This design comes from an exercise in tuning for small area on the open sky130 flow, not from production work. The RTL was checked by simulation tests, not by an equivalence proof against the original design.

==> design/flow/design.v <==
module diff_network (
		     input wire [6:0]   i,
		     output wire [6:0]  o,
		     input wire [6:0]   k
		     );
   wire p = i[0] ^ i[1] ^ i[2] ^ i[3] ^ i[4] ^ i[5] ^ i[6];
   assign o[0] = k[0] ^ p ^ i[0];
   assign o[1] = k[1] ^ p ^ i[1];
   assign o[2] = k[2] ^ p ^ i[2];
   assign o[3] = k[3] ^ p ^ i[3];
   assign o[4] = k[4] ^ p ^ i[4];
   assign o[5] = k[5] ^ p ^ i[5];
   assign o[6] = k[6] ^ p;
endmodule  
module shuffle_network (
			input wire clk,
			input wire din,
			input wire sel,
			input wire advance,
			input wire init_iv,
			output wire dout
			);
   reg 				    a, b;
   always @(posedge clk) begin
      if( init_iv ) begin
	 a <= 1'b0;
	 b <= 1'b1;
      end else if( advance ) begin
	 a <= sel ? din : b;
	 b <= sel ? a : din;
      end
   end
   assign dout = sel ? b : a;
endmodule  
module hdcp_lfsr(
		   input wire    clk,
		   input wire [55:0]  iv,               
		   input  wire   init_iv,          
		   input  wire   advance,          
		   output wire   onebit            
		   );
   reg [12:0] 			 lfsr0;
   reg [13:0] 			 lfsr1;
   reg [15:0] 			 lfsr2;
   reg [16:0] 			 lfsr3;
   wire sI = init_iv;
   wire sA = ~init_iv & advance;
   wire sH = ~init_iv & ~advance;
   always @(posedge clk) begin
      lfsr0 <= ({13{sI}} & {~iv[6],iv[11:0]}) |
	       ({13{sA}} & {lfsr0[11:0], lfsr0[4] ^ lfsr0[8] ^ lfsr0[10] ^ lfsr0[12]}) |
	       ({13{sH}} & lfsr0);
      lfsr1 <= ({14{sI}} & {~iv[18],iv[24:12]}) |
	       ({14{sA}} & {lfsr1[12:0], lfsr1[3] ^ lfsr1[5] ^ lfsr1[6] ^ lfsr1[9] ^ lfsr1[10] ^ lfsr1[13]}) |
	       ({14{sH}} & lfsr1);
      lfsr2 <= ({16{sI}} & {~iv[32],iv[39:25]}) |
	       ({16{sA}} & {lfsr2[14:0], lfsr2[4] ^ lfsr2[6] ^ lfsr2[7] ^ lfsr2[11] ^ lfsr2[14] ^ lfsr2[15]}) |
	       ({16{sH}} & lfsr2);
      lfsr3 <= ({17{sI}} & {~iv[47],iv[55:40]}) |
	       ({17{sA}} & {lfsr3[15:0], lfsr3[4] ^ lfsr3[10] ^ lfsr3[14] ^ lfsr3[16]}) |
	       ({17{sH}} & lfsr3);
   end
   wire [3:0] sh_dout;
   shuffle_network sh0 ( .clk(clk),
			 .din(lfsr0[3] ^ lfsr1[4] ^ lfsr2[5] ^ lfsr3[5]),
			 .sel(lfsr0[7]),
			 .advance(advance),
			 .init_iv(init_iv),
			 .dout(sh_dout[0])
			 );
   shuffle_network sh1 ( .clk(clk),
			 .din(sh_dout[0]),
			 .sel(lfsr1[8]),
			 .advance(advance),
			 .init_iv(init_iv),
			 .dout(sh_dout[1])
			 );
   shuffle_network sh2 ( .clk(clk),
			 .din(sh_dout[1]),
			 .sel(lfsr2[9]),
			 .advance(advance),
			 .init_iv(init_iv),
			 .dout(sh_dout[2])
			 );
   shuffle_network sh3 ( .clk(clk),
			 .din(sh_dout[2]),
			 .sel(lfsr3[11]),
			 .advance(advance),
			 .init_iv(init_iv),
			 .dout(sh_dout[3])
			 );
   assign onebit = sh_dout[3] ^ lfsr0[12] ^ lfsr1[13] ^ lfsr2[15] ^ lfsr3[16];
endmodule  
module hdcp_block (
		   input wire clk,
		   input wire loadB,         
		   input wire loadK,         
		   input wire catchup,       
		   input wire [63:0] src,   
		   output wire [55:0] Bcur,  
		   output wire [55:0] Kcur,  
		   input wire rekey,
		   input wire lfsr_in,
		   output wire [23:0] ostream,
		   input wire advance
		   );
   reg [27:0] 		      Bx;
   reg [27:0]		      By;
   reg [27:0] 		      Bz;
   wire [27:0] 		      o_Bx;
   wire [27:0]		      o_By;
   wire [27:0] 		      o_Bz;
   reg [27:0] 		      Kx;
   reg [27:0] 		      Ky;
   reg [27:0] 		      Kz;
   wire [27:0] 		      o_Kx;
   wire [27:0] 		      o_Ky;
   wire 		      o_Ky13;  
   wire [27:0] 		      o_Kz;
   reg 			      st;      
   reg 			      rk_d;    
   reg 			      lf_d;    
   wire [23:0] 		      ostream_r;
   wire [3:0] 		      SK0_in;
   wire [3:0] 		      SK1_in;
   wire [3:0] 		      SK2_in;
   wire [3:0] 		      SK3_in;
   wire [3:0] 		      SK4_in;
   wire [3:0] 		      SK5_in;
   wire [3:0] 		      SK6_in;
   wire [3:0] 		      SK0;
   wire [3:0] 		      SK1;
   wire [3:0] 		      SK2;
   wire [3:0] 		      SK3;
   wire [3:0] 		      SK4;
   wire [3:0] 		      SK5;
   wire [3:0] 		      SK6;
   wire [3:0] 		      SB0_in;
   wire [3:0] 		      SB1_in;
   wire [3:0] 		      SB2_in;
   wire [3:0] 		      SB3_in;
   wire [3:0] 		      SB4_in;
   wire [3:0] 		      SB5_in;
   wire [3:0] 		      SB6_in;
   wire [3:0] 		      SB0;
   wire [3:0] 		      SB1;
   wire [3:0] 		      SB2;
   wire [3:0] 		      SB3;
   wire [3:0] 		      SB4;
   wire [3:0] 		      SB5;
   wire [3:0] 		      SB6;
   assign Bcur = {By[27:0],Bx[27:0]};
   assign Kcur = {Ky[27:0],Kx[27:0]};
   assign ostream = ostream_r;
   wire step = advance & st;
   wire bA = ~loadB & (step | catchup);
   wire bH = ~loadB & ~(step | catchup);
   wire kL = loadK;
   wire kA = ~loadK & step;
   wire kH = ~loadK & ~step;
   always @(posedge clk) begin
      Bz <= {20'b0,src[63:56]} | ({28{bA}} & o_Bz) | ({28{bH}} & Bz);  
      By <= src[55:28] | ({28{bA}} & o_By) | ({28{bH}} & By);
      Bx <= src[27:0] | ({28{bA}} & o_Bx) | ({28{bH}} & Bx);
      Kz <= ({28{kL}} & Bz) | ({28{kA}} & o_Kz) | ({28{kH}} & Kz);
      Ky <= ({28{kL}} & By) | ({28{kA}} & o_Ky) | ({28{kH}} & Ky);
      Kx <= ({28{kL}} & Bx) | ({28{kA}} & o_Kx) | ({28{kH}} & Kx);
      if( loadK )
	st <= 1'b0;
      else if( advance ) begin
	 st <= 1'b1;
	 rk_d <= rekey;
	 lf_d <= lfsr_in;
      end
   end
   diff_network bround1 ( .o({o_Bx[24],o_Bx[20],o_Bx[16],o_Bx[12],o_Bx[8],o_Bx[4],o_Bx[0]}),
			  .k({Ky[6],Ky[5],Ky[4],Ky[3],Ky[2],Ky[1],Ky[0]}),
			  .i({Bz[6],Bz[5],Bz[4],Bz[3],Bz[2],Bz[1],Bz[0]}) );
   diff_network bround2 ( .o({o_By[24],o_By[20],o_By[16],o_By[12],o_By[8],o_By[4],o_By[0]}),
			  .k({1'b0,1'b0,1'b0,1'b0,1'b0,1'b0,1'b0}),
			  .i({By[12],By[2],By[1],By[0],Bz[9],Bz[8],Bz[7]}) );
   diff_network bround3 ( .o({o_By[25],o_By[21],o_By[17],o_By[13],o_By[9],o_By[5],o_By[1]}),
			  .k({1'b0,1'b0,1'b0,1'b0,1'b0,1'b0,1'b0}),
			  .i({By[13],By[5],By[4],By[3],Bz[12],Bz[11],Bz[10]}) );
   diff_network bround4 ( .o({o_By[26],o_By[22],o_By[18],o_By[14],o_By[10],o_By[6],o_By[2]}),
			  .k({1'b0,1'b0,1'b0,1'b0,1'b0,1'b0,1'b0}),
			  .i({By[14],By[8],By[7],By[6],Bz[15],Bz[14],Bz[13]}) );
   diff_network bround5 ( .o({o_By[27],o_By[23],o_By[19],o_By[15],o_By[11],o_By[7],o_By[3]}),
			  .k({1'b0,1'b0,1'b0,1'b0,1'b0,1'b0,1'b0}),
			  .i({By[15],By[11],By[10],By[9],Bz[18],Bz[17],Bz[16]}) );
   diff_network bround6 ( .o({o_Bx[25],o_Bx[21],o_Bx[17],o_Bx[13],o_Bx[9],o_Bx[5],o_Bx[1]}),
			  .k({Ky[13],Ky[12],Ky[11],Ky[10],Ky[9],Ky[8],Ky[7]}),
			  .i({Bz[21],Bz[20],Bz[19],By[19],By[18],By[17],By[16]}) );
   diff_network bround7 ( .o({o_Bx[26],o_Bx[22],o_Bx[18],o_Bx[14],o_Bx[10],o_Bx[6],o_Bx[2]}),
			  .k({Ky[20],Ky[19],Ky[18],Ky[17],Ky[16],Ky[15],Ky[14]}),
			  .i({Bz[24],Bz[23],Bz[22],By[23],By[22],By[21],By[20]}) );
   diff_network bround8 ( .o({o_Bx[27],o_Bx[23],o_Bx[19],o_Bx[15],o_Bx[11],o_Bx[7],o_Bx[3]}),
			  .k({Ky[27],Ky[26],Ky[25],Ky[24],Ky[23],Ky[22],Ky[21]}),
			  .i({Bz[27],Bz[26],Bz[25],By[27],By[26],By[25],By[24]}) );
   diff_network kround1 ( .o({o_Kx[24],o_Kx[20],o_Kx[16],o_Kx[12],o_Kx[8],o_Kx[4],o_Kx[0]}),
			  .i({Kz[6],Kz[5],Kz[4],Kz[3],Kz[2],Kz[1],Kz[0]}),
			  .k(7'b0) );
   diff_network kround2 ( .o({o_Ky[24],o_Ky[20],o_Ky[16],o_Ky[12],o_Ky[8],o_Ky[4],o_Ky[0]}),
			  .i({Ky[12],Ky[2],Ky[1],Ky[0],Kz[9],Kz[8],Kz[7]}),
			  .k(7'b0) );
   diff_network kround3 ( .o({o_Ky[25],o_Ky[21],o_Ky[17],o_Ky13,o_Ky[9],o_Ky[5],o_Ky[1]}),
			  .i({Ky[13],Ky[5],Ky[4],Ky[3],Kz[12],Kz[11],Kz[10]}),
			  .k(7'b0) );
   assign o_Ky[13] = rk_d ? lf_d : o_Ky13;
   diff_network kround4 ( .o({o_Ky[26],o_Ky[22],o_Ky[18],o_Ky[14],o_Ky[10],o_Ky[6],o_Ky[2]}),
			  .i({Ky[14],Ky[8],Ky[7],Ky[6],Kz[15],Kz[14],Kz[13]}),
			  .k(7'b0) );
   diff_network kround5 ( .o({o_Ky[27],o_Ky[23],o_Ky[19],o_Ky[15],o_Ky[11],o_Ky[7],o_Ky[3]}),
			  .i({Ky[15],Ky[11],Ky[10],Ky[9],Kz[18],Kz[17],Kz[16]}),
			  .k(7'b0) );
   diff_network kround6 ( .o({o_Kx[25],o_Kx[21],o_Kx[17],o_Kx[13],o_Kx[9],o_Kx[5],o_Kx[1]}),
			  .i({Kz[21],Kz[20],Kz[19],Ky[19],Ky[18],Ky[17],Ky[16]}),
			  .k(7'b0) );
   diff_network kround7 ( .o({o_Kx[26],o_Kx[22],o_Kx[18],o_Kx[14],o_Kx[10],o_Kx[6],o_Kx[2]}),
			  .i({Kz[24],Kz[23],Kz[22],Ky[23],Ky[22],Ky[21],Ky[20]}),
			  .k(7'b0) );
   diff_network kround8 ( .o({o_Kx[27],o_Kx[23],o_Kx[19],o_Kx[15],o_Kx[11],o_Kx[7],o_Kx[3]}),
			  .i({Kz[27],Kz[26],Kz[25],Ky[27],Ky[26],Ky[25],Ky[24]}),
			  .k(7'b0) );
   function [3:0] sbox(input [63:0] table_, input [3:0] n);
      sbox = table_[n*4 +: 4];
   endfunction
   assign SK0 = sbox(64'hda742fb16c0395e8, SK0_in);
   assign SK1 = sbox(64'h2ed7c90a5b38f461, SK1_in);
   assign SK2 = sbox(64'h593a0ec1f24768bd, SK2_in);
   assign SK3 = sbox(64'h65a9184fd23c7be0, SK3_in);
   assign SK4 = sbox(64'h2d9053a641eb8f7c, SK4_in);
   assign SK5 = sbox(64'h9a6df05be43827c1, SK5_in);
   assign SK6 = sbox(64'h845f2b9cd3e0167a, SK6_in);
   assign SB0 = sbox(64'ha1f87e426d5b039c, SB0_in);
   assign SB1 = sbox(64'h0cf6794adb251e83, SB1_in);
   assign SB2 = sbox(64'h598206fc3edba147, SB2_in);
   assign SB3 = sbox(64'hd0798be52fca4136, SB3_in);
   assign SB4 = sbox(64'he0db7a852914cf63, SB4_in);
   assign SB5 = sbox(64'h09da3f417c2586eb, SB5_in);
   assign SB6 = sbox(64'ha30ef86d9c5247b1, SB6_in);
   assign SB0_in[0] = Bx[0];
   assign SB0_in[1] = Bx[7];
   assign SB0_in[2] = Bx[14];
   assign SB0_in[3] = Bx[21];
   assign SK0_in[0] = Kx[0];
   assign SK0_in[1] = Kx[7];
   assign SK0_in[2] = Kx[14];
   assign SK0_in[3] = Kx[21];
   assign o_Bz[0] = SB0[0];
   assign o_Bz[7] = SB0[1];
   assign o_Bz[14] = SB0[2];
   assign o_Bz[21] = SB0[3];
   assign o_Kz[0] = SK0[0];
   assign o_Kz[7] = SK0[1];
   assign o_Kz[14] = SK0[2];
   assign o_Kz[21] = SK0[3];
   assign SB1_in[0] = Bx[1];
   assign SB1_in[1] = Bx[8];
   assign SB1_in[2] = Bx[15];
   assign SB1_in[3] = Bx[22];
   assign SK1_in[0] = Kx[1];
   assign SK1_in[1] = Kx[8];
   assign SK1_in[2] = Kx[15];
   assign SK1_in[3] = Kx[22];
   assign o_Bz[1] = SB1[0];
   assign o_Bz[8] = SB1[1];
   assign o_Bz[15] = SB1[2];
   assign o_Bz[22] = SB1[3];
   assign o_Kz[1] = SK1[0];
   assign o_Kz[8] = SK1[1];
   assign o_Kz[15] = SK1[2];
   assign o_Kz[22] = SK1[3];
   assign SB2_in[0] = Bx[2];
   assign SB2_in[1] = Bx[9];
   assign SB2_in[2] = Bx[16];
   assign SB2_in[3] = Bx[23];
   assign SK2_in[0] = Kx[2];
   assign SK2_in[1] = Kx[9];
   assign SK2_in[2] = Kx[16];
   assign SK2_in[3] = Kx[23];
   assign o_Bz[2] = SB2[0];
   assign o_Bz[9] = SB2[1];
   assign o_Bz[16] = SB2[2];
   assign o_Bz[23] = SB2[3];
   assign o_Kz[2] = SK2[0];
   assign o_Kz[9] = SK2[1];
   assign o_Kz[16] = SK2[2];
   assign o_Kz[23] = SK2[3];
   assign SB3_in[0] = Bx[3];
   assign SB3_in[1] = Bx[10];
   assign SB3_in[2] = Bx[17];
   assign SB3_in[3] = Bx[24];
   assign SK3_in[0] = Kx[3];
   assign SK3_in[1] = Kx[10];
   assign SK3_in[2] = Kx[17];
   assign SK3_in[3] = Kx[24];
   assign o_Bz[3] = SB3[0];
   assign o_Bz[10] = SB3[1];
   assign o_Bz[17] = SB3[2];
   assign o_Bz[24] = SB3[3];
   assign o_Kz[3] = SK3[0];
   assign o_Kz[10] = SK3[1];
   assign o_Kz[17] = SK3[2];
   assign o_Kz[24] = SK3[3];
   assign SB4_in[0] = Bx[4];
   assign SB4_in[1] = Bx[11];
   assign SB4_in[2] = Bx[18];
   assign SB4_in[3] = Bx[25];
   assign SK4_in[0] = Kx[4];
   assign SK4_in[1] = Kx[11];
   assign SK4_in[2] = Kx[18];
   assign SK4_in[3] = Kx[25];
   assign o_Bz[4] = SB4[0];
   assign o_Bz[11] = SB4[1];
   assign o_Bz[18] = SB4[2];
   assign o_Bz[25] = SB4[3];
   assign o_Kz[4] = SK4[0];
   assign o_Kz[11] = SK4[1];
   assign o_Kz[18] = SK4[2];
   assign o_Kz[25] = SK4[3];
   assign SB5_in[0] = Bx[5];
   assign SB5_in[1] = Bx[12];
   assign SB5_in[2] = Bx[19];
   assign SB5_in[3] = Bx[26];
   assign SK5_in[0] = Kx[5];
   assign SK5_in[1] = Kx[12];
   assign SK5_in[2] = Kx[19];
   assign SK5_in[3] = Kx[26];
   assign o_Bz[5] = SB5[0];
   assign o_Bz[12] = SB5[1];
   assign o_Bz[19] = SB5[2];
   assign o_Bz[26] = SB5[3];
   assign o_Kz[5] = SK5[0];
   assign o_Kz[12] = SK5[1];
   assign o_Kz[19] = SK5[2];
   assign o_Kz[26] = SK5[3];
   assign SB6_in[0] = Bx[6];
   assign SB6_in[1] = Bx[13];
   assign SB6_in[2] = Bx[20];
   assign SB6_in[3] = Bx[27];
   assign SK6_in[0] = Kx[6];
   assign SK6_in[1] = Kx[13];
   assign SK6_in[2] = Kx[20];
   assign SK6_in[3] = Kx[27];
   assign o_Bz[6] = SB6[0];
   assign o_Bz[13] = SB6[1];
   assign o_Bz[20] = SB6[2];
   assign o_Bz[27] = SB6[3];
   assign o_Kz[6] = SK6[0];
   assign o_Kz[13] = SK6[1];
   assign o_Kz[20] = SK6[2];
   assign o_Kz[27] = SK6[3];
assign ostream_r[0] = (Bz[17] & Kz[3]) ^ (Bz[26] & Kz[6]) ^ (Bz[22] & Kz[0]) ^ (Bz[27] & Kz[9]) ^ (Bz[21] & Kz[4]) ^ (Bz[18] & Kz[22]) ^ (Bz[2] & Kz[5]) ^ By[5] ^ Ky[10];
assign ostream_r[1] = (Bz[5] & Kz[20]) ^ (Bz[20] & Kz[18]) ^ (Bz[15] & Kz[7]) ^ (Bz[24] & Kz[23]) ^ (Bz[2] & Kz[15]) ^ (Bz[25] & Kz[5]) ^ (Bz[0] & Kz[3]) ^ By[16] ^ Ky[25];
assign ostream_r[2] = (Bz[22] & Kz[7]) ^ (Bz[5] & Kz[19]) ^ (Bz[14] & Kz[2]) ^ (Bz[16] & Kz[10]) ^ (Bz[25] & Kz[22]) ^ (Bz[17] & Kz[4]) ^ (Bz[20] & Kz[13]) ^ By[11] ^ Ky[21];
assign ostream_r[3] = (Bz[19] & Kz[6]) ^ (Bz[3] & Kz[14]) ^ (Bz[15] & Kz[9]) ^ (Bz[11] & Kz[8]) ^ (Bz[21] & Kz[17]) ^ (Bz[16] & Kz[18]) ^ (Bz[27] & Kz[12]) ^ By[1] ^ Ky[24];
assign ostream_r[4] = (Bz[19] & Kz[25]) ^ (Bz[6] & Kz[6]) ^ (Bz[17] & Kz[5]) ^ (Bz[18] & Kz[2]) ^ (Bz[22] & Kz[10]) ^ (Bz[7] & Kz[15]) ^ (Bz[9] & Kz[21]) ^ By[12] ^ Ky[8];
assign ostream_r[5] = (Bz[3] & Kz[27]) ^ (Bz[7] & Kz[14]) ^ (Bz[4] & Kz[2]) ^ (Bz[8] & Kz[4]) ^ (Bz[16] & Kz[24]) ^ (Bz[6] & Kz[19]) ^ (Bz[5] & Kz[1]) ^ By[17] ^ Ky[12];
assign ostream_r[6] = (Bz[8] & Kz[17]) ^ (Bz[21] & Kz[26]) ^ (Bz[27] & Kz[4]) ^ (Bz[2] & Kz[16]) ^ (Bz[11] & Kz[27]) ^ (Bz[24] & Kz[7]) ^ (Bz[12] & Kz[22]) ^ By[3] ^ Ky[11];
assign ostream_r[7] = (Bz[9] & Kz[9]) ^ (Bz[5] & Kz[10]) ^ (Bz[7] & Kz[19]) ^ (Bz[4] & Kz[11]) ^ (Bz[8] & Kz[7]) ^ (Bz[13] & Kz[6]) ^ (Bz[3] & Kz[8]) ^ By[15] ^ Ky[23];
assign ostream_r[8] = (Bz[26] & Kz[13]) ^ (Bz[13] & Kz[12]) ^ (Bz[23] & Kz[18]) ^ (Bz[10] & Kz[24]) ^ (Bz[11] & Kz[15]) ^ (Bz[7] & Kz[23]) ^ (Bz[15] & Kz[7]) ^ By[19] ^ Ky[16];
assign ostream_r[9] = (Bz[1] & Kz[0]) ^ (Bz[0] & Kz[5]) ^ (Bz[19] & Kz[20]) ^ (Bz[11] & Kz[25]) ^ (Bz[13] & Kz[1]) ^ (Bz[16] & Kz[24]) ^ (Bz[24] & Kz[9]) ^ By[18] ^ Ky[27];
assign ostream_r[10] = (Bz[26] & Kz[14]) ^ (Bz[13] & Kz[23]) ^ (Bz[9] & Kz[27]) ^ (Bz[14] & Kz[25]) ^ (Bz[10] & Kz[17]) ^ (Bz[4] & Kz[19]) ^ (Bz[1] & Kz[1]) ^ By[2] ^ Ky[22];
assign ostream_r[11] = (Bz[21] & Kz[6]) ^ (Bz[15] & Kz[21]) ^ (Bz[5] & Kz[17]) ^ (Bz[3] & Kz[15]) ^ (Bz[13] & Kz[26]) ^ (Bz[25] & Kz[11]) ^ (Bz[16] & Kz[16]) ^ By[27] ^ Ky[7];
assign ostream_r[12] = (Bz[20] & Kz[11]) ^ (Bz[7] & Kz[22]) ^ (Bz[18] & Kz[20]) ^ (Bz[12] & Kz[0]) ^ (Bz[17] & Kz[26]) ^ (Bz[1] & Kz[23]) ^ (Bz[16] & Kz[17]) ^ By[0] ^ Ky[2];
assign ostream_r[13] = (Bz[14] & Kz[8]) ^ (Bz[23] & Kz[4]) ^ (Bz[1] & Kz[3]) ^ (Bz[12] & Kz[14]) ^ (Bz[24] & Kz[20]) ^ (Bz[6] & Kz[26]) ^ (Bz[18] & Kz[23]) ^ By[9] ^ Ky[15];
assign ostream_r[14] = (Bz[19] & Kz[19]) ^ (Bz[6] & Kz[0]) ^ (Bz[21] & Kz[18]) ^ (Bz[25] & Kz[2]) ^ (Bz[23] & Kz[13]) ^ (Bz[1] & Kz[8]) ^ (Bz[10] & Kz[24]) ^ By[8] ^ Ky[14];
assign ostream_r[15] = (Bz[3] & Kz[16]) ^ (Bz[0] & Kz[21]) ^ (Bz[27] & Kz[24]) ^ (Bz[23] & Kz[25]) ^ (Bz[19] & Kz[12]) ^ (Bz[8] & Kz[27]) ^ (Bz[4] & Kz[15]) ^ By[7] ^ Ky[18];
assign ostream_r[16] = (Bz[6] & Kz[3]) ^ (Bz[5] & Kz[5]) ^ (Bz[14] & Kz[8]) ^ (Bz[22] & Kz[25]) ^ (Bz[24] & Kz[7]) ^ (Bz[18] & Kz[27]) ^ (Bz[2] & Kz[2]) ^ By[21] ^ Ky[26];
assign ostream_r[17] = (Bz[3] & Kz[11]) ^ (Bz[4] & Kz[14]) ^ (Bz[2] & Kz[23]) ^ (Bz[6] & Kz[17]) ^ (Bz[22] & Kz[22]) ^ (Bz[14] & Kz[13]) ^ (Bz[12] & Kz[19]) ^ By[26] ^ Ky[4];
assign ostream_r[18] = (Bz[25] & Kz[1]) ^ (Bz[21] & Kz[16]) ^ (Bz[19] & Kz[14]) ^ (Bz[9] & Kz[11]) ^ (Bz[10] & Kz[12]) ^ (Bz[15] & Kz[6]) ^ (Bz[13] & Kz[10]) ^ By[22] ^ Ky[19];
assign ostream_r[19] = (Bz[23] & Kz[21]) ^ (Bz[11] & Kz[1]) ^ (Bz[10] & Kz[10]) ^ (Bz[20] & Kz[20]) ^ (Bz[1] & Kz[18]) ^ (Bz[12] & Kz[26]) ^ (Bz[14] & Kz[9]) ^ By[4] ^ Ky[13];
assign ostream_r[20] = (Bz[11] & Kz[20]) ^ (Bz[26] & Kz[21]) ^ (Bz[20] & Kz[9]) ^ (Bz[17] & Kz[25]) ^ (Bz[8] & Kz[12]) ^ (Bz[23] & Kz[3]) ^ (Bz[0] & Kz[15]) ^ By[24] ^ Ky[0];
assign ostream_r[21] = (Bz[9] & Kz[18]) ^ (Bz[17] & Kz[12]) ^ (Bz[26] & Kz[21]) ^ (Bz[4] & Kz[27]) ^ (Bz[27] & Kz[1]) ^ (Bz[0] & Kz[16]) ^ (Bz[15] & Kz[24]) ^ By[6] ^ Ky[20];
assign ostream_r[22] = (Bz[22] & Kz[13]) ^ (Bz[12] & Kz[0]) ^ (Bz[2] & Kz[3]) ^ (Bz[10] & Kz[16]) ^ (Bz[7] & Kz[22]) ^ (Bz[20] & Kz[11]) ^ (Bz[25] & Kz[26]) ^ By[13] ^ Ky[9];
assign ostream_r[23] = (Bz[27] & Kz[2]) ^ (Bz[24] & Kz[0]) ^ (Bz[26] & Kz[13]) ^ (Bz[8] & Kz[5]) ^ (Bz[0] & Kz[4]) ^ (Bz[9] & Kz[8]) ^ (Bz[18] & Kz[10]) ^ By[23] ^ Ky[3];
endmodule  
module hdcp_cipher(
		   input wire    clk,
		   input         reset,
		   input [55:0]  Km,               
		   input [63:0]  An,               
		   input         hdcpBlockCipher_init,  
		   input         authentication,   
		   input         hdcpRekeyCipher,  
		   input         hdcpStreamCipher, 
		   output [23:0] pr_data,          
		   output reg    stream_ready      
		   );
   wire 			 lfsr_out;
   wire [23:0] 			 ostream;
   wire [55:0] 			 Bcur;
   wire [55:0] 			 Kcur;
   reg 				 run;        
   reg 				 is_init;    
   reg [6:0] 			 cnt;
   reg 				 adv_s;      
   reg 				 auth_mode;
   reg [55:0] 			 Ks;
   reg 				 ks_v;       
   reg [63:0] 			 Mi;
   reg 				 mi_v;       
   wire start_init  = hdcpBlockCipher_init & ~run;
   wire start_rekey = hdcpRekeyCipher & ~hdcpBlockCipher_init & stream_ready & ~run;
   wire start = start_init | start_rekey;
   wire k_ge56 = cnt[6] | (cnt[5] & cnt[4] & cnt[3]);
   wire win_init = (cnt >= 7'd3) & (cnt <= 7'd50);
   wire win_rekey = k_ge56 & (cnt <= 7'd111);
   wire advance = adv_s | (run & (win_init | win_rekey));
   wire rekey = run & k_ge56;
   wire k1 = run & (cnt == 7'd1);
   wire loadK = run & ((cnt == 7'd2) | (cnt == 7'd53));
   wire catchup = run & (cnt == 7'd52);
   wire ks_we = run & auth_mode & (cnt == 7'd53);
   wire load_lfsr = run & (cnt == 7'd54);
   wire mi_sh = run & is_init & (cnt >= 7'd109) & (cnt <= 7'd112);
   wire fin = run & (is_init ? (cnt == 7'd113) : (cnt == 7'd111));
   wire sKm = k1 & auth_mode;
   wire sKs = k1 & ~auth_mode & ks_v;
   wire sAn = loadK & auth_mode;
   wire sMi = loadK & ~auth_mode & mi_v;
   wire [63:0] src = ({64{sKm}} & {8'b0, Km}) | ({64{sKs}} & {8'b0, Ks}) |
		     ({64{sAn}} & An) | ({64{sMi}} & Mi);
   wire ready_nx = run ? fin : (stream_ready & ~start_rekey);
   always @(posedge clk or posedge reset) begin
      if( reset ) begin
	 run <= 1'b0;
	 stream_ready <= 1'b0;
	 adv_s <= 1'b0;
	 ks_v <= 1'b0;
	 mi_v <= 1'b0;
      end else begin
	 if( start )
	   run <= 1'b1;
	 else if( fin )
	   run <= 1'b0;
	 stream_ready <= ready_nx;
	 adv_s <= hdcpStreamCipher & ready_nx;
	 if( ks_we )
	   ks_v <= 1'b1;
	 if( mi_sh )
	   mi_v <= 1'b1;
      end
   end
   always @(posedge clk) begin
      if( start ) begin
	 cnt <= start_init ? 7'd1 : 7'd56;
	 is_init <= start_init;
      end else
	cnt <= cnt + 7'd1;
      if( start_init )
	auth_mode <= authentication;
      if( ks_we )
	Ks <= Bcur;
      if( mi_sh )
	Mi <= {Mi[47:0], ostream[15:0]};
   end
   hdcp_lfsr  lfsr( .clk(clk),
		    .iv(Kcur),
		    .init_iv(load_lfsr),
		    .advance(advance),
		    .onebit(lfsr_out));
   hdcp_block block( .clk(clk),
		     .loadB(k1 | loadK),
		     .loadK(loadK),
		     .catchup(catchup),
		     .src(src),
		     .Bcur(Bcur),
		     .Kcur(Kcur),
		     .rekey(rekey),
		     .lfsr_in(lfsr_out),
		     .ostream(ostream),
		     .advance(advance));
   assign pr_data = ostream;
endmodule  
==> design/flow/flow/run.sh <==
#!/bin/bash
# The standard synthesis, then an area-oriented re-mapping of the
# combinational logic (the flip-flops are kept as they are, with their
# names and cell types; a few ABC scripts are tried and the smallest
# netlist is kept), then the standard layout with plain buf_1 cells
# as the port buffers.
set -euo pipefail
W=$PWD
RES=$W/orfs/results/sky130hd/hdcp_cipher/base
LIB=$FLOW_HOME/platforms/sky130hd/lib/sky130_fd_sc_hd__tt_025C_1v80.lib

# 1. standard synthesis (up to the Yosys netlist)
bash standard.sh $RES/1_2_yosys.v > synth_standard.log 2>&1
cp $RES/1_2_yosys.v $W/netlist_standard.v

# 2. re-map the combinational logic for area
grep -oE "^\s*sky130_fd_sc_hd__\w+" $W/netlist_standard.v | tr -d ' ' | sort -u > $W/cells_used.txt
python3 $W/flow/mkcells.py $LIB $W/cells_used.txt > $W/cell_models.v
printf 'set_driving_cell sky130_fd_sc_hd__buf_1\nset_load 5\n' > $W/abc.constr
for i in 1 2 3 4; do
  sed -e "s#@LIB@#$LIB#g" -e "s#@W@#$W#g" -e "s#@ABC@#$W/flow/resyn$i.abc#" \
      -e "s#@OUT@#$W/netlist_resyn$i.v#" $W/flow/resyn.ys > $W/resyn$i.ys
  yosys -s $W/resyn$i.ys > $W/resyn$i.log 2>&1 &
done
wait || true
best=""; bestarea=""
for i in 1 2 3 4; do
  if [[ -f $W/netlist_resyn$i.v ]]; then
    a=$(grep "Chip area" $W/resyn$i.log | tail -1 | awk '{print $NF}')
    echo "script $i: area $a" >> $W/resyn_choice.log
    if [[ -z "$best" ]] || awk "BEGIN{exit !($a < $bestarea)}"; then best=$i; bestarea=$a; fi
  fi
done
echo "chosen: script $best ($bestarea)" >> $W/resyn_choice.log
cp $W/netlist_resyn$best.v $RES/1_2_yosys.v

# 3. the rest of the standard flow
export BUFFER_PORTS_ARGS="-buffer_cell sky130_fd_sc_hd__buf_1"
bash standard.sh > standard.log 2>&1
==> design/flow/flow/mkcells.py <==
# generate Verilog models: combinational cells as assigns, sequential as blackboxes
import re,sys
lib=open(sys.argv[1]).read()
used=set(open(sys.argv[2]).read().split())
out=[]
# split into cells
for m in re.finditer(r'\n\s*cell\s*\(\s*"?(\w+)"?\s*\)\s*\{', lib):
    pass
pos=[(m.group(1),m.start()) for m in re.finditer(r'\n\s*cell\s*\(\s*"?(\w+)"?\s*\)\s*\{', lib)]
for i,(name,st) in enumerate(pos):
    if name not in used: continue
    en=pos[i+1][1] if i+1<len(pos) else len(lib)
    body=lib[st:en]
    seq = ('ff (' in body) or ('ff(' in body) or ('latch' in body) or ('statetable' in body)
    pins=[]
    for pm in re.finditer(r'\n\s*pin\s*\(\s*"?(\w+)"?\s*\)\s*\{', body):
        pst=pm.end()
        # find direction and function within this pin group (until next pin( )
        nxt=re.search(r'\n\s*pin\s*\(', body[pst:])
        pb=body[pst: pst+nxt.start()] if nxt else body[pst:]
        d=re.search(r'direction\s*:\s*"?(\w+)"?',pb).group(1)
        f=re.search(r'\bfunction\s*:\s*"([^"]*)"',pb)
        pins.append((pm.group(1),d,f.group(1) if f else None))
    ports=', '.join(p[0] for p in pins)
    lines=['module %s(%s);'%(name,ports)]
    for p,d,f in pins:
        lines.append('  %s %s;'%('input' if d=='input' else 'output',p))
    if seq:
        lines[0]='(* blackbox *)\n'+lines[0]
    else:
        for p,d,f in pins:
            if d=='output':
                e=f.replace('!','~')
                e=re.sub(r'\)\s*\(',') & (',e)
                e=re.sub(r'(\w)\s+(?=[\w(~])',r'\1 & ',e)
                lines.append('  assign %s = %s;'%(p,e))
    lines.append('endmodule')
    out.append('\n'.join(lines))
print('\n'.join(out))
==> design/flow/flow/resyn.ys <==
read_verilog @W@/cell_models.v
read_verilog @W@/netlist_standard.v
hierarchy -top hdcp_cipher
flatten
hierarchy -top hdcp_cipher
rename -hide w:_*_.*
read_liberty -lib -ignore_redef @LIB@
techmap
opt -purge
abc -liberty @LIB@ -dont_use sky130_fd_sc_hd__probe_p_8 -dont_use sky130_fd_sc_hd__probec_p_8 -dont_use *lpflow* -constr @W@/abc.constr -script @ABC@
splitnets
opt_clean -purge
hilomap -singleton -hicell sky130_fd_sc_hd__conb_1 HI -locell sky130_fd_sc_hd__conb_1 LO
insbuf -buf sky130_fd_sc_hd__buf_4 A X
check -assert -mapped
stat -liberty @LIB@
write_verilog -noattr -nohex -nodec @OUT@
==> design/flow/flow/resyn1.abc <==
strash
dc2
dch -f
amap
==> design/flow/flow/resyn2.abc <==
&get -n
&st
&b
&dc2
&put
dch -f
amap
==> design/flow/flow/resyn3.abc <==
&get -n
&st
&syn2
&dc2
&put
dch -f
amap
==> design/flow/flow/resyn4.abc <==
&get -n
&st
&b
&syn2
&dc2
&put
dch -f
amap
==> design/flow/standard.sh <==
#!/bin/bash
# synth_recipe.tcl (not shown) runs the flow's synth.tcl, then flattens the netlist and writes it again
# the make line also repeats each setting of config.mk as NAME=value (left out here)
make -C /OpenROAD-flow-scripts/flow DESIGN_CONFIG=/design/flow/config.mk WORK_HOME=/design/flow/orfs CLKGATE_MAP_FILE= SYNTH_SCRIPT=/design/flow/synth_recipe.tcl "${@:-finish}"
==> design/flow/config.mk <==
export PLATFORM = sky130hd
export DESIGN_NAME = hdcp_cipher
export DESIGN_NICKNAME = hdcp_cipher
export VERILOG_FILES = /design/flow/design.v
export SDC_FILE = /design/flow/constraint.sdc
export NUM_CORES = 4
export LEC_CHECK = 0
export CAP_MARGIN = 20
export CORE_MARGIN = 2
export CORE_UTILIZATION = 40
export CTS_BUF_LIST = sky130_fd_sc_hd__clkbuf_8
export CTS_CLUSTER_DIAMETER = 55
export CTS_CLUSTER_SIZE = 16
export SETUP_SLACK_MARGIN = 0.12
export SLEW_MARGIN = 20
==> design/flow/constraint.sdc <==
create_clock -name core_clock -period 4.0 [get_ports {clk}]
set_input_delay 0.8000 -clock core_clock [delete_from_list [all_inputs] [get_ports {clk}]]
set_output_delay 0.8000 -clock core_clock [all_outputs]
set_load 0.01 [all_outputs]
==> impl_metrics.csv, run 1 <==
group,metric,value,unit
routing,route.detailed.wl_per_inst,27.2,um
floorplanning,boundaryPins,151,
cts,ctsLongestPathBuffers,3,
yosys,yosysWarnings,4,
timing,slew_violations,0,
worst_hold_path,min_path_type,"input port to flop",
global_routing,globalRouteTotalUtil,34.9,%
cts,cts-buffers-inserted,41,
timing,finalHoldViolCount,0,
cts,tritoncts,"done",
routing,drt_first_iter_violations,3091,
layout,nNetsFinal,2732,
routing,vias_per_cell,6.37,
place,post-dp-hpwl,67.7,mm
global_routing,maximum_number_of_pins_on_one_net_before_global_route_repair,77,
floorplanning,total_die_area,49500,um^2
cts,htree_num_levels,2,
timing,fmaxAchievable,0.261,GHz
floorplanning,num_rows,80,
floorplanning,floorplan.die.width,223,um
floorplanning,floorplan.initialDensity,40.3,%
timing,rsz_0062_raised_after_global_routing,"true",
routing,final_antenna_net_count,0,
timing,worst_hold_slack,0.315,ns
routing,drt_first_pass_iters,9,
routing,totalWireLength,88.6,mm
routing,num_vias,20700,
layout,area_delta_synth_final,16.4,%
global_routing,grt-ovfl-total,0,
timing,timing_worst_slew_pin_value,0.942,ns
place,buffer_ports.inserted,150,
timing,finalCritPeriodShare,95.7,%
cts,ctsRootBufferMaster,"sky130_fd_sc_hd__clkbuf_8",
global_routing,grt_first_pass_wirelength,127,mm
setup_path,required,3.20,ns
cts,insertion_delay,0.68,ns
setup_path,cp.arrival,3.03,ns
timing,finalCriticalPeriod,3.83,ns
setup_path,critical_path.startpoint_type,"flop",
yosys,mappedNetlistArea,19100,um^2
timing,setup_tns,0,ns
global_routing,vias_in_the_first_global_route,18600,
setup_path,path_class,"flop to primary output",
yosys,syn-mean-instance-area,8.19,um^2
cts,post-cts-setup-buffer-count,0,
run,drv_cap,0,
floorplanning,design.core.area,47400,um^2
cts,cts_num_sinks,373,
timing,fin_skew,0.0766,ns
routing,drc_errors,0,
cts,cts.clk_slew.worst_paths,0.10,ns
yosys,syn_nets,2459,
status,outcome,"finished clean",
layout,drive_above_1_share,6.90,%
floorplanning,chipHeight,223,um
global_routing,antenna_violations_before_repair,1,
setup_path,worst_setup_path_end_kind,"primary output",
place,gp_routability_congestion,1.05,
setup_path,r2r_slack,0.47,ns
yosys,postSynthCellCount,2333,
timing,setup_viol_count_final,0,
setup_path,critical_path_peak_fanout,6,
timing,slew_headroom,37.2,%
## path summary, 6_finish.rpt
path,startpoint,endpoint,cells after the start
max reg2reg,cnt[4]$_DFF_P_,block.Bz[2]$_DFF_P_,11
min,authentication,auth_mode$_DFFE_PP_,1
max in group asynchronous,reset,mi_v$_DFFE_PP0P_,3
max,block.Ky[21]$_DFF_P_,pr_data[2],9
min in group asynchronous,reset,stream_ready$_DFF_PP0_,3
min reg2reg,lfsr.lfsr1[1]$_DFF_P_,lfsr.lfsr1[1]$_DFF_P_,2
## placed cells by master (no fill, tap or decap), types with 6 or more instances in the layout
cell type / n
sky130_fd_sc_hd__nand2_1: 98
sky130_fd_sc_hd__clkinv_2: 7
sky130_fd_sc_hd__a22oi_1: 15
sky130_fd_sc_hd__o22a_1: 20
sky130_fd_sc_hd__a222oi_1: 115
sky130_fd_sc_hd__o21ai_0: 140
sky130_fd_sc_hd__nor2_1: 478
sky130_fd_sc_hd__o31ai_1: 6
sky130_fd_sc_hd__o22ai_1: 205
sky130_fd_sc_hd__o32ai_1: 13
sky130_fd_sc_hd__clkinvlp_4: 12
sky130_fd_sc_hd__o221ai_1: 90
sky130_fd_sc_hd__edfxtp_1: 124
sky130_fd_sc_hd__dfxtp_1: 244
sky130_fd_sc_hd__buf_1: 150
sky130_fd_sc_hd__buf_4: 73
sky130_fd_sc_hd__a221oi_1: 44
sky130_fd_sc_hd__or2_0: 7
sky130_fd_sc_hd__nand3_1: 8
sky130_fd_sc_hd__buf_12: 6
sky130_fd_sc_hd__o22ai_2: 6
sky130_fd_sc_hd__a221o_1: 6
sky130_fd_sc_hd__clkinv_8: 6
sky130_fd_sc_hd__clkinv_1: 326
sky130_fd_sc_hd__a211oi_1: 10
sky130_fd_sc_hd__inv_1: 6
sky130_fd_sc_hd__clkbuf_8: 44
sky130_fd_sc_hd__a31oi_1: 13
sky130_fd_sc_hd__a21oi_1: 270
sky130_fd_sc_hd__nor3_1: 22
## routing by layer
metal | part of all wire, % | track usage [%] | vias up | wire (um)
met1 | 41 | 47.3 | 9703 | 35900
li1 | - | - | 9499 | -
met3 | 9.7 | 5.75 | 239 | 8620
met4 | 6.9 | 20.9 | 0 | 6150
met5 | 0 | 0 | - | 0
met2 | 43 | 52.2 | 1308 | 37900
## state kept, by name, indices dropped and copies added, names as in the netlist, 14 cells and up
register and count:
Mi 64, block.Kx 28, block.Bz 28, block.Ky 28, Ks 56, lfsr.lfsr1 14, lfsr.lfsr3 17, lfsr.lfsr2 16
block.By 28, block.Bx 28, block.Kz 28
## through the flow
stage	worst slack [ns]	util [%]	instances	area [um^2]
3_5_place_dp	0.456	44.6	3177	21200
3_3_place_gp	0.374	44.6	3177	21200
4_1_cts	0.143	46.7	3254	22100
2_1_floorplan	0.0180	-	2333	19200
5_1_grt	0.0521	46.8	3254	22200
6_report	0.174	46.9	3255	22200
## area by class of cell
| cell class | count | area (um^2) |
|---|---|---|
| fill | 4774 | 25200 |
| multi-input combinational | 1620 | 9220 |
| inverter | 340 | 1320 |
| timing repair buffer | 230 | 1240 |
| antenna | 1 | 2.50 |
| clock buffer | 44 | 606 |
| tap | 615 | 769 |
| sequential | 373 | 8730 |
| clock inverter | 32 | 338 |
## repair_timing
action / CTS / global route
hold endpoints to repair: 5 / 0
endpoints found under the setup margin: 2 / 91
gates resized for setup: 2 / 19
hold buffers: 1 / 0
## worst max-delay path, cell delays in order, from the launching register on
cell	delay, ns
sky130_fd_sc_hd__dfxtp_1	0.54
sky130_fd_sc_hd__clkinv_1	0.15
sky130_fd_sc_hd__o22ai_1	0.44
sky130_fd_sc_hd__nor2_1	0.08
sky130_fd_sc_hd__a21oi_1	0.19
sky130_fd_sc_hd__nor2_1	0.07
sky130_fd_sc_hd__a21oi_1	0.23
sky130_fd_sc_hd__nor2_1	0.08
sky130_fd_sc_hd__a21oi_1	0.36
sky130_fd_sc_hd__buf_1	0.20
==> run 2, diff against run 1 <==
--- a/design/flow/config.mk
+++ b/design/flow/config.mk
@@ -8,7 +8,7 @@
 export CAP_MARGIN = 20
 export CORE_MARGIN = 2
 export CORE_UTILIZATION = 40
-export CTS_BUF_LIST = sky130_fd_sc_hd__clkbuf_8
+export CTS_BUF_LIST = sky130_fd_sc_hd__clkbuf_4 sky130_fd_sc_hd__clkbuf_8 sky130_fd_sc_hd__clkbuf_16
 export CTS_CLUSTER_DIAMETER = 55
 export CTS_CLUSTER_SIZE = 16
 export SETUP_SLACK_MARGIN = 0.12
==> impl_metrics.csv, run 2 <==
group,metric,value,unit
status,outcome,"finished clean",
layout,area_delta_synth_final,18.8,%
global_routing,vias_in_the_first_global_route,18600,
cts,cts_hold_repair.buffers,0,
timing,finalHoldViolCount,0,
routing,num_vias,20700,
timing,timing_worst_slew_pin_value,0.944,ns
routing,drc_errors,0,
run,drv_cap,0,
setup_path,worst_setup_path_end_kind,"primary output",
routing,final_antenna_net_count,0,
global_routing,globalRouteTotalUtil,34.9,%
cts,cts_num_sinks,373,
routing,drt_first_iter_violations,2923,
layout,drive_above_1_share,6.75,%
setup_path,path_class,"flop to primary output",
place,gp_routability_congestion,1.05,
timing,setup_tns,0,ns
timing,slew_headroom,37.0,%
yosys,syn-mean-instance-area,8.19,um^2
timing,fin_skew,0.0333,ns
setup_path,cp.arrival,3.02,ns
global_routing,antenna_violations_before_repair,1,
routing,vias_per_cell,6.37,
floorplanning,design.core.area,47400,um^2
cts,ctsLongestPathBuffers,3,
yosys,mappedNetlistArea,19100,um^2
setup_path,r2r_slack,0.48,ns
cts,ctsRootBufferMaster,"sky130_fd_sc_hd__clkbuf_16",
layout,largest-register,"Mi",
timing,finalCriticalPeriod,3.82,ns
floorplanning,floorplan.initialDensity,40.3,%
cts,htree_num_levels,2,
place,dpl_worst_slack,0.456,ns
layout,nNetsFinal,2731,
yosys,postSynthCellCount,2333,
layout,mostFrequentLayoutCell,"sky130_fd_sc_hd__nor2_1",
yosys,syn_nets,2459,
floorplanning,num_rows,80,
global_routing,grt_first_pass_wirelength,127,mm
global_routing,maximum_number_of_pins_on_one_net_before_global_route_repair,77,
cts,cts-buffers-inserted,41,
layout,top_regs,"Mi (64), Ks (56)",
cts,tritoncts,"done",
routing,drt_first_pass_iters,10,
layout,largest_register_ffs,64,
setup_path,worstReg2RegEnd,"block.Bz[2]$_DFF_P_",
timing,fmaxAchievable,0.261,GHz
routing,route.detailed.wl_per_inst,27.2,um
timing,fin_ws,0.175,ns
floorplanning,floorplan.die.width,223,um
floorplanning,chipHeight,223,um
setup_path,critical_path_peak_fanout,6,
layout,fill_cells,4726,
timing,slew_violations,0,
setup_path,required,3.20,ns
timing,rsz_0062_raised_after_global_routing,"false",
floorplanning,total_die_area,49500,um^2
global_routing,grt-ovfl-total,0,
setup_path,critical_path.reg2reg.startpoint,"cnt[4]$_DFF_P_",
layout,most-common-layout-cells,"sky130_fd_sc_hd__nor2_1, sky130_fd_sc_hd__clkinv_1, sky130_fd_sc_hd__a21oi_1, sky130_fd_sc_hd__dfxtp_1, sky130_fd_sc_hd__o22ai_1",
routing,totalWireLength,88.7,mm
cts,insertion_delay,0.60,ns
setup_path,reg2regPathDepth,11,
timing,finalCritPeriodShare,95.6,%
setup_path,critical_path.startpoint_type,"flop",
timing,setup_viol_count_final,0,
worst_hold_path,min_path_type,"input port to asynchronous set/reset pin",
floorplanning,boundaryPins,151,
cts,cts.clk_slew.worst_paths,0.07,ns
cts,post-cts-setup-buffer-count,0,
place,post-dp-hpwl,67.7,mm
place,buffer_ports.inserted,150,
yosys,yosysWarnings,4,
==> run 2: worst max-delay path by stage <==
| stage | startpoint | end | slack (ns) | depth (start not counted) |
|---|---|---|---|---|
| detailed placement | cnt[4]$_DFF_P_ | block.Bx[20]$_DFF_P_ | 0.46 | 13 |
| finish | block.Ky[21]$_DFF_P_ | pr_data[2] | 0.18 | 9 |
| floorplan | cnt[4]$_DFF_P_ | block.By[26]$_DFF_P_ | 0.02 | 11 |
| global route | block.Ky[16]$_DFF_P_ | pr_data[8] | 0.13 | 7 |
| CTS | block.Bz[1]$_DFF_P_ | pr_data[9] | 0.15 | 7 |
| global placement | cnt[4]$_DFF_P_ | block.Bx[15]$_DFF_P_ | 0.37 | 13 |
==> run 2: metal layers <==
metal  up-vias  part of all wire (%)  global-route usage [%]
met4         0                   6.6                    20.5
met1      9680                    40                    47.1
met3       228                    11                    6.48
met5         -                     0                       0
li1       9542                     -                       -
met2      1292                    43                    52.3
==> run 2: per-stage QoR <==
stage,utilization [%],instances,hold WS (ns),instance area (um^2)
2_1_floorplan,-,2333,0.420,19200
3_3_place_gp,44.6,3177,0.427,21200
3_5_place_dp,44.6,3177,0.434,21200
4_1_cts,47.7,3253,0.0494,22600
5_1_grt,47.8,3253,0.0538,22700
6_report,47.8,3256,0.0545,22700
==> run 2: worst max-delay path: stages (launching register included) <==
cell	delay, ns
sky130_fd_sc_hd__dfxtp_1	0.55
sky130_fd_sc_hd__clkinv_1	0.15
sky130_fd_sc_hd__o22ai_1	0.47
sky130_fd_sc_hd__nor2_1	0.08
sky130_fd_sc_hd__a21oi_1	0.19
sky130_fd_sc_hd__nor2_1	0.07
sky130_fd_sc_hd__a21oi_1	0.23
sky130_fd_sc_hd__nor2_1	0.08
sky130_fd_sc_hd__a21oi_1	0.41
sky130_fd_sc_hd__buf_1	0.21
==> run 2: layout make-up <==
cell class / count / area, um^2 / area share (%)
multi-input cells: 1620 / 9200 / 40.6
clock buffers: 50 / 1130 / 5.00
clock inverters: 26 / 317 / 1.40
diodes: 3 / 7.51 / 0.0331
repair buffers: 229 / 1230 / 5.43
inverters: 340 / 1290 / 5.71
well taps: 615 / 769 / 3.39
flip-flops and latches: 373 / 8730 / 38.5
==> run 2: what timing repair did <==
item                                   in CTS  in global routing
endpoints found under the hold margin       0                  0
setup endpoints to repair                   0                 82
resized for setup                           0                  9
==> run 3, diff against run 2 <==
==> design/flow/config.mk (replaced) <==
export PLATFORM = sky130hd
export DESIGN_NAME = hdcp_cipher
export DESIGN_NICKNAME = hdcp_cipher
export VERILOG_FILES = /design/flow/design.v
export SDC_FILE = /design/flow/constraint.sdc
export NUM_CORES = 4
export LEC_CHECK = 0
export CAP_MARGIN = 20
export CORE_MARGIN = 2
export CORE_UTILIZATION = 40
export CTS_BUF_LIST = sky130_fd_sc_hd__clkbuf_8
export CTS_CLUSTER_DIAMETER = 60
export CTS_CLUSTER_SIZE = 20
export SETUP_SLACK_MARGIN = 0.12
export SLEW_MARGIN = 20
==> impl_metrics.csv, run 3 <==
group,metric,value,unit
timing,slew_violations,0,
worst_hold_path,worst_hold_path.num_cells,1,
setup_path,crit_chain,"clkinv_1 > o22ai_1 > nor2_1 > a21oi_1 > nor2_1 > a21oi_1 > nor2_1 > a21oi_1 > buf_1",
timing,slew_headroom,37.3,%
timing,setup_viol_count_final,0,
cts,cts_num_sinks,373,
layout,nNetsFinal,2725,
timing,finalHoldViolCount,0,
global_routing,grt-ovfl-total,0,
global_routing,vias_in_the_first_global_route,18500,
timing,fmaxAchievable,0.259,GHz
cts,cts-buffers-inserted,34,
cts,htree_num_levels,2,
place,post-dp-hpwl,67.7,mm
setup_path,cp.arrival,3.05,ns
setup_path,worst_setup_path_end_kind,"primary output",
setup_path,critical_path.startpoint_type,"flop",
cts,insertion_delay,0.66,ns
cts,tritoncts,"done",
layout,area_delta_synth_final,15.7,%
timing,finalCritPeriodShare,96.4,%
yosys,yosysWarnings,4,
routing,drc_errors,0,
routing,totalWireLength,88.4,mm
routing,vias_per_cell,6.35,
place,gp_routability_congestion,1.05,
routing,route.detailed.wl_per_inst,27.3,um
setup_path,critical_path.reg2reg.startpoint,"cnt[4]$_DFF_P_",
cts,cts.clk_slew.worst_paths,0.10,ns
routing,final_antenna_net_count,0,
setup_path,critical_path_peak_fanout,6,
global_routing,globalRouteTotalUtil,34.9,%
cts,ctsLongestPathBuffers,3,
yosys,postSynthCellCount,2333,
setup_path,reg2regPathDepth,11,
layout,largest-register,"Mi",
setup_path,critPathLaunch,"block.Ky[21]$_DFF_P_",
layout,drive_above_1_share,6.40,%
yosys,mappedNetlistArea,19100,um^2
floorplanning,total_die_area,49500,um^2
floorplanning,design.core.area,47400,um^2
floorplanning,floorplan.die.width,223,um
routing,drt_first_pass_iters,7,
layout,most-common-layout-cells,"sky130_fd_sc_hd__nor2_1, sky130_fd_sc_hd__clkinv_1, sky130_fd_sc_hd__a21oi_1, sky130_fd_sc_hd__dfxtp_1, sky130_fd_sc_hd__o22ai_1",
global_routing,antenna_violations_before_repair,3,
timing,worst_hold_slack,0.330,ns
setup_path,required,3.20,ns
global_routing,grt_first_pass_wirelength,127,mm
setup_path,critical_path.slowest_cell,"sky130_fd_sc_hd__dfxtp_1",
status,outcome,"finished clean",
timing,rsz_0062_raised_after_global_routing,"true",
floorplanning,chipHeight,223,um
yosys,syn_nets,2459,
floorplanning,floorplan.initialDensity,40.3,%
setup_path,path_class,"flop to primary output",
timing,timing_worst_slew_pin_value,0.940,ns
routing,drt_first_iter_violations,3211,
global_routing,maximum_number_of_pins_on_one_net_before_global_route_repair,77,
worst_hold_path,min_path_type,"input port to flop",
yosys,syn-mean-instance-area,8.19,um^2
cts,ctsRootBufferMaster,"sky130_fd_sc_hd__clkbuf_8",
floorplanning,boundaryPins,151,
place,dpl_worst_slack,0.456,ns
worst_hold_path,hold_path.startpoint,"authentication",
timing,fin_skew,0.0458,ns
setup_path,worst_path_largest_cell_delay,0.54,ns
layout,mostFrequentLayoutCell,"sky130_fd_sc_hd__nor2_1",
timing,setup_tns,0,ns
layout,largest_register_ffs,64,
place,buffer_ports.inserted,150,
layout,top_regs,"Mi (64), Ks (56)",
floorplanning,num_rows,80,
timing,fin_ws,0.145,ns
routing,num_vias,20600,
run,drv_cap,0,
timing,finalCriticalPeriod,3.85,ns
run 3: metal layers:
metal	part of all wire, %	wire length, um	vias up	GRT usage (%)
met2	43	38000	1256	52.2
li1	-	-	9492	-
met4	6.8	6050	6	21.2
met3	9.9	8750	227	5.74
met1	40	35600	9620	47.2
met5	0.036	32	-	0
run 3: area by class of cell:
type                            instances  area, um^2
Antenna cell                            3        7.51
Clock buffer                           38         523
Clock inverter                         24         295
Fill cell                            4795       25300
Inverter                              340        1320
Multi-Input combinational cell       1620        9210
Sequential cell                       373        8730
Tap cell                              615         769
Timing Repair Buffer                  230        1240
run 3: path summary, 6_finish.rpt:
check	slack, ns	end
min in group asynchronous	0.55	stream_ready$_DFF_PP0_
max in group asynchronous	3.31	run$_DFFE_PP0P_
min reg2reg	0.45	lfsr.lfsr1[1]$_DFF_P_
max reg2reg	0.49	block.Bz[2]$_DFF_P_
min	0.33	auth_mode$_DFFE_PP_
max	0.15	pr_data[2]
run 3: through the flow:
stage                     instance area, um^2  utilization, %  std cells
after floorplan                         19200               -       2333
after global placement                  21200            44.6       3177
after detailed placement                21200            44.6       3177
after CTS                               22000            46.4       3240
after global routing                    22100            46.6       3240
final                                   22100            46.6       3243
run 3: timing repair:
action / CTS / global route
gates resized for setup: 2 / 16
buffers inserted: 0 / 0
hold endpoints to repair: 5 / 0
hold buffers: 1 / 0
cloned: 0 / 0
endpoints found under the setup margin: 2 / 87
run 3: critical path: cells and delay by family (launching register included):
family	cells	cell delay [ns]
AOI/OAI and AO/OA	4	1.28
buffers and inverters	2	0.36
DFF	1	0.54
and+or+nand+nor	3	0.23

## afterwards: timing with drivers on the ports
The results above use ideal ports. As a check the final layouts listed here were re-extracted and re-timed, cells and wires unchanged.
Step 1, drivers: a clkbuf_16 drives clk and a buf_2 each remaining input, both assumed.
Step 2, shift: input delay + t, output delay - t, t = (earliest + latest rising clock arrival at the registers) / 2. This alone moves slack from input paths to output paths.
a / b / c = no drivers / after step 1 / after step 2; a / b = the first two.
| run | t, ns | setup WS [ns] | worst setup path at the end | worst slew at a driven data input, ns |
|---|---|---|---|---|
| run 1 | 0.700 | 0.174 / 0.118 / 0.473 | register to register | 0.04 |
| run 2 | 0.638 | 0.175 / 0.117 / 0.475 | register to register | 0.05 |
| run 3 | 0.691 | 0.145 / 0.089 / 0.492 | register to register | 0.05 |
After both steps every run listed still meets setup and hold.
